This design comes from an exercise in tuning for small area, a short achievable clock period and few clock cycles per item on the open sky130 flow, not from production work. Where RTL was checked, it was by simulation tests only, not by an equivalence proof against the original. Power is estimated from default activity; no workload was simulated.

==> flow/design.v <==
`default_nettype none
`timescale 1ns/1ns
module part1 (
    input logic clk,
    input logic rst_n,
    input logic [7:0] data_in,
    input logic data_valid,
    output logic data_ack,
    output logic [31:0] result,
    output logic result_ready,
    output logic data_error,
    input logic error_clear
);
    logic [3:0] m, a, b;
    logic       need_digit;
    logic [31:0] total;
    wire [3:0] d = data_in[3:0];
    wire is_digit = (data_in[7:4] == 4'h3) && (d <= 4'd9);
    wire is_nl    = (data_in == 8'h0a);
    wire idle     = !data_ack && !data_error;
    wire take_dig = idle && data_valid && is_digit;
    wire take_nl  = idle && data_valid && is_nl && !need_digit;
    wire reject   = idle && data_valid && !is_digit && !(is_nl && !need_digit);
    wire upd  = (m != a) || (d > b);
    wire mnew = (m == 4'hf) || (d > m);
    wire a_none = (a == 4'hf);
    wire [31:0] lineval = a_none ? ({28'd0, b} - 32'd10)
                                 : ({28'd0, a} * 32'd10 + {28'd0, b});
    assign result = total;
    always_ff @(posedge clk or negedge rst_n) begin
        if (!rst_n) begin
            data_ack     <= 1'b0;
            result_ready <= 1'b0;
            data_error   <= 1'b0;
            need_digit   <= 1'b1;
            m <= 4'hf;
            a <= 4'hf;
            b <= 4'h0;
            total <= 32'd0;
        end else begin
            if (data_ack) begin
                data_ack <= data_valid;
                result_ready <= result_ready && data_valid;
            end else begin
                data_ack <= take_dig || take_nl;
                result_ready <= take_nl;
            end
            if (data_error) begin
                if (error_clear) begin
                    data_error <= 1'b0;
                    need_digit <= 1'b1;
                end
            end else if (reject) begin
                data_error <= 1'b1;
            end
            if (take_dig) begin
                need_digit <= 1'b0;
                if (upd) begin
                    a <= m;
                    b <= d;
                end
                if (mnew) m <= d;
            end
            if (take_nl) begin
                need_digit <= 1'b1;
                total <= total + lineval;
                m <= 4'hf;
                a <= 4'hf;
                b <= 4'h0;
            end
        end
    end
endmodule
export LEC_CHECK = 0
export CAP_MARGIN = 20
export CORE_MARGIN = 2
export CORE_UTILIZATION = 40
export SLEW_MARGIN = 20
create_clock -name core_clock -period 8.0 [get_ports {clk}]
run.sh (not shown) runs the stock make flow with config.mk's settings and CLKGATE_MAP_FILE= SYNTH_SCRIPT=/design/flow/synth_recipe.tcl, a recipe that flattens the netlist after the stock synthesis.
Testbench counts at the start, summed over its fixed seeds: cycles 38,784, chars 19,392.
Rerun with:
==> flow/design.v (replaced) <==
`default_nettype none
`timescale 1ns/1ns
module part1 (
    input logic clk,
    input logic rst_n,
    input logic [7:0] data_in,
    input logic data_valid,
    output logic data_ack,
    output logic [31:0] result,
    output logic result_ready,
    output logic data_error,
    input logic error_clear
);
    logic [3:0] m, a, b;
    logic       need_digit;   
    logic       nl_pend;      
    logic       dig_pend;     
    logic [3:0] dreg;         
    logic [7:0] lval;         
    logic [31:0] total;
    wire is_digit = (data_in[7:4] == 4'h3) && (data_in[3:0] <= 4'd9);
    wire is_nl    = (data_in == 8'h0a);
    wire idle     = !data_ack && !data_error && !nl_pend;
    wire take_dig = idle && data_valid && is_digit;
    wire take_nl  = idle && data_valid && is_nl && !need_digit;
    wire reject   = idle && data_valid && !is_digit && !(is_nl && !need_digit);
    wire upd  = (m != a) || (dreg > b);
    wire mnew = (m == 4'hf) || (dreg > m);
    wire [7:0] cur_val = (a == 4'hf) ? ({4'd0, b} - 8'd10)
                                     : ({4'd0, a} * 8'd10 + {4'd0, b});
    assign result = total;
    wire [8:0] lo_sum = {1'b0, total[7:0]} + {1'b0, lval};
    wire       hi_step = lo_sum[8] ^ lval[7];
    wire [23:0] hi_p = total[31:8] ^ {24{lval[7]}};
    logic [23:0] hi_flip;
    always_comb begin
        for (int i = 0; i < 24; i++) begin
            hi_flip[i] = hi_step;
            for (int j = 0; j < i; j++) hi_flip[i] = hi_flip[i] & hi_p[j];
        end
    end
    always_ff @(posedge clk) begin
        dreg <= data_in[3:0];
    end
    always_ff @(posedge clk or negedge rst_n) begin
        if (!rst_n) begin
            data_ack     <= 1'b0;
            result_ready <= 1'b0;
            data_error   <= 1'b0;
            need_digit   <= 1'b1;
            nl_pend      <= 1'b0;
            dig_pend     <= 1'b0;
            m <= 4'hf;
            a <= 4'hf;
            b <= 4'h0;
            lval <= 8'd0;
            total <= 32'd0;
        end else begin
            if (data_ack) begin
                data_ack <= data_valid;
                result_ready <= result_ready && data_valid;
            end else begin
                data_ack <= take_dig || nl_pend;
                result_ready <= nl_pend;
            end
            if (data_error) begin
                if (error_clear) begin
                    data_error <= 1'b0;
                    need_digit <= 1'b1;
                end
            end else if (reject) begin
                data_error <= 1'b1;
            end
            if (take_dig) need_digit <= 1'b0;
            if (take_nl)  need_digit <= 1'b1;
            dig_pend <= take_dig;
            nl_pend  <= take_nl;
            lval     <= take_nl ? cur_val : 8'd0;
            total    <= {total[31:8] ^ hi_flip, lo_sum[7:0]};
            if (dig_pend) begin
                if (upd) begin
                    a <= m;
                    b <= dreg;
                end
                if (mnew) m <= dreg;
            end
            if (nl_pend) begin
                m <= 4'hf;
                a <= 4'hf;
                b <= 4'h0;
            end
        end
    end
endmodule
- design area is lower by about 11%
- hold slack got worse by 49 ps
- sequential share of layout area is higher by 11 points
- wire length is lower by about 27%
- utilization is higher by 2.5 points
- setup slack improved by 1400 ps
- total power is lower by 4.3%
- area after synthesis is lower by about 15%
- critical path depth is lower by 15
- register-to-register slack improved by 1800 ps
- sequential cell count is higher by 14
- global-route usage is lower by 2.0 points
- final cell count is lower by about 23%
Function not checked in the second run of this note: the RTL went through the layout flow alone.

==> static timing again, ports no longer ideal <==
In the flow no input, the clock included, has a driving cell. The finished layouts below were timed again as built, in two steps. Step 1: set_driving_cell puts a clkbuf_16 on clk and a buf_2 on each other input, an assumption about the parent block. Step 2, shift: input delay + t, output delay - t, t = (earliest + latest rising clock arrival at the registers) / 2. This alone moves slack from input paths to output paths. Three values: ideal, step 1, step 2; two values: the first two.
| run | t (ns) | setup WS [ns] | worst setup path after step 2 |
|---|---|---|---|
| the first run | 0.329 | 3.561 / 3.561 / 3.561 | register to register |
| the second run | 0.364 | 4.989 / 4.959 / 4.733 | input to register |
After both steps setup and hold are still met in every run listed. For the second run, which loses most, drivers alone change the setup slack by -0.030 ns; drivers and shift together by -0.256 ns.
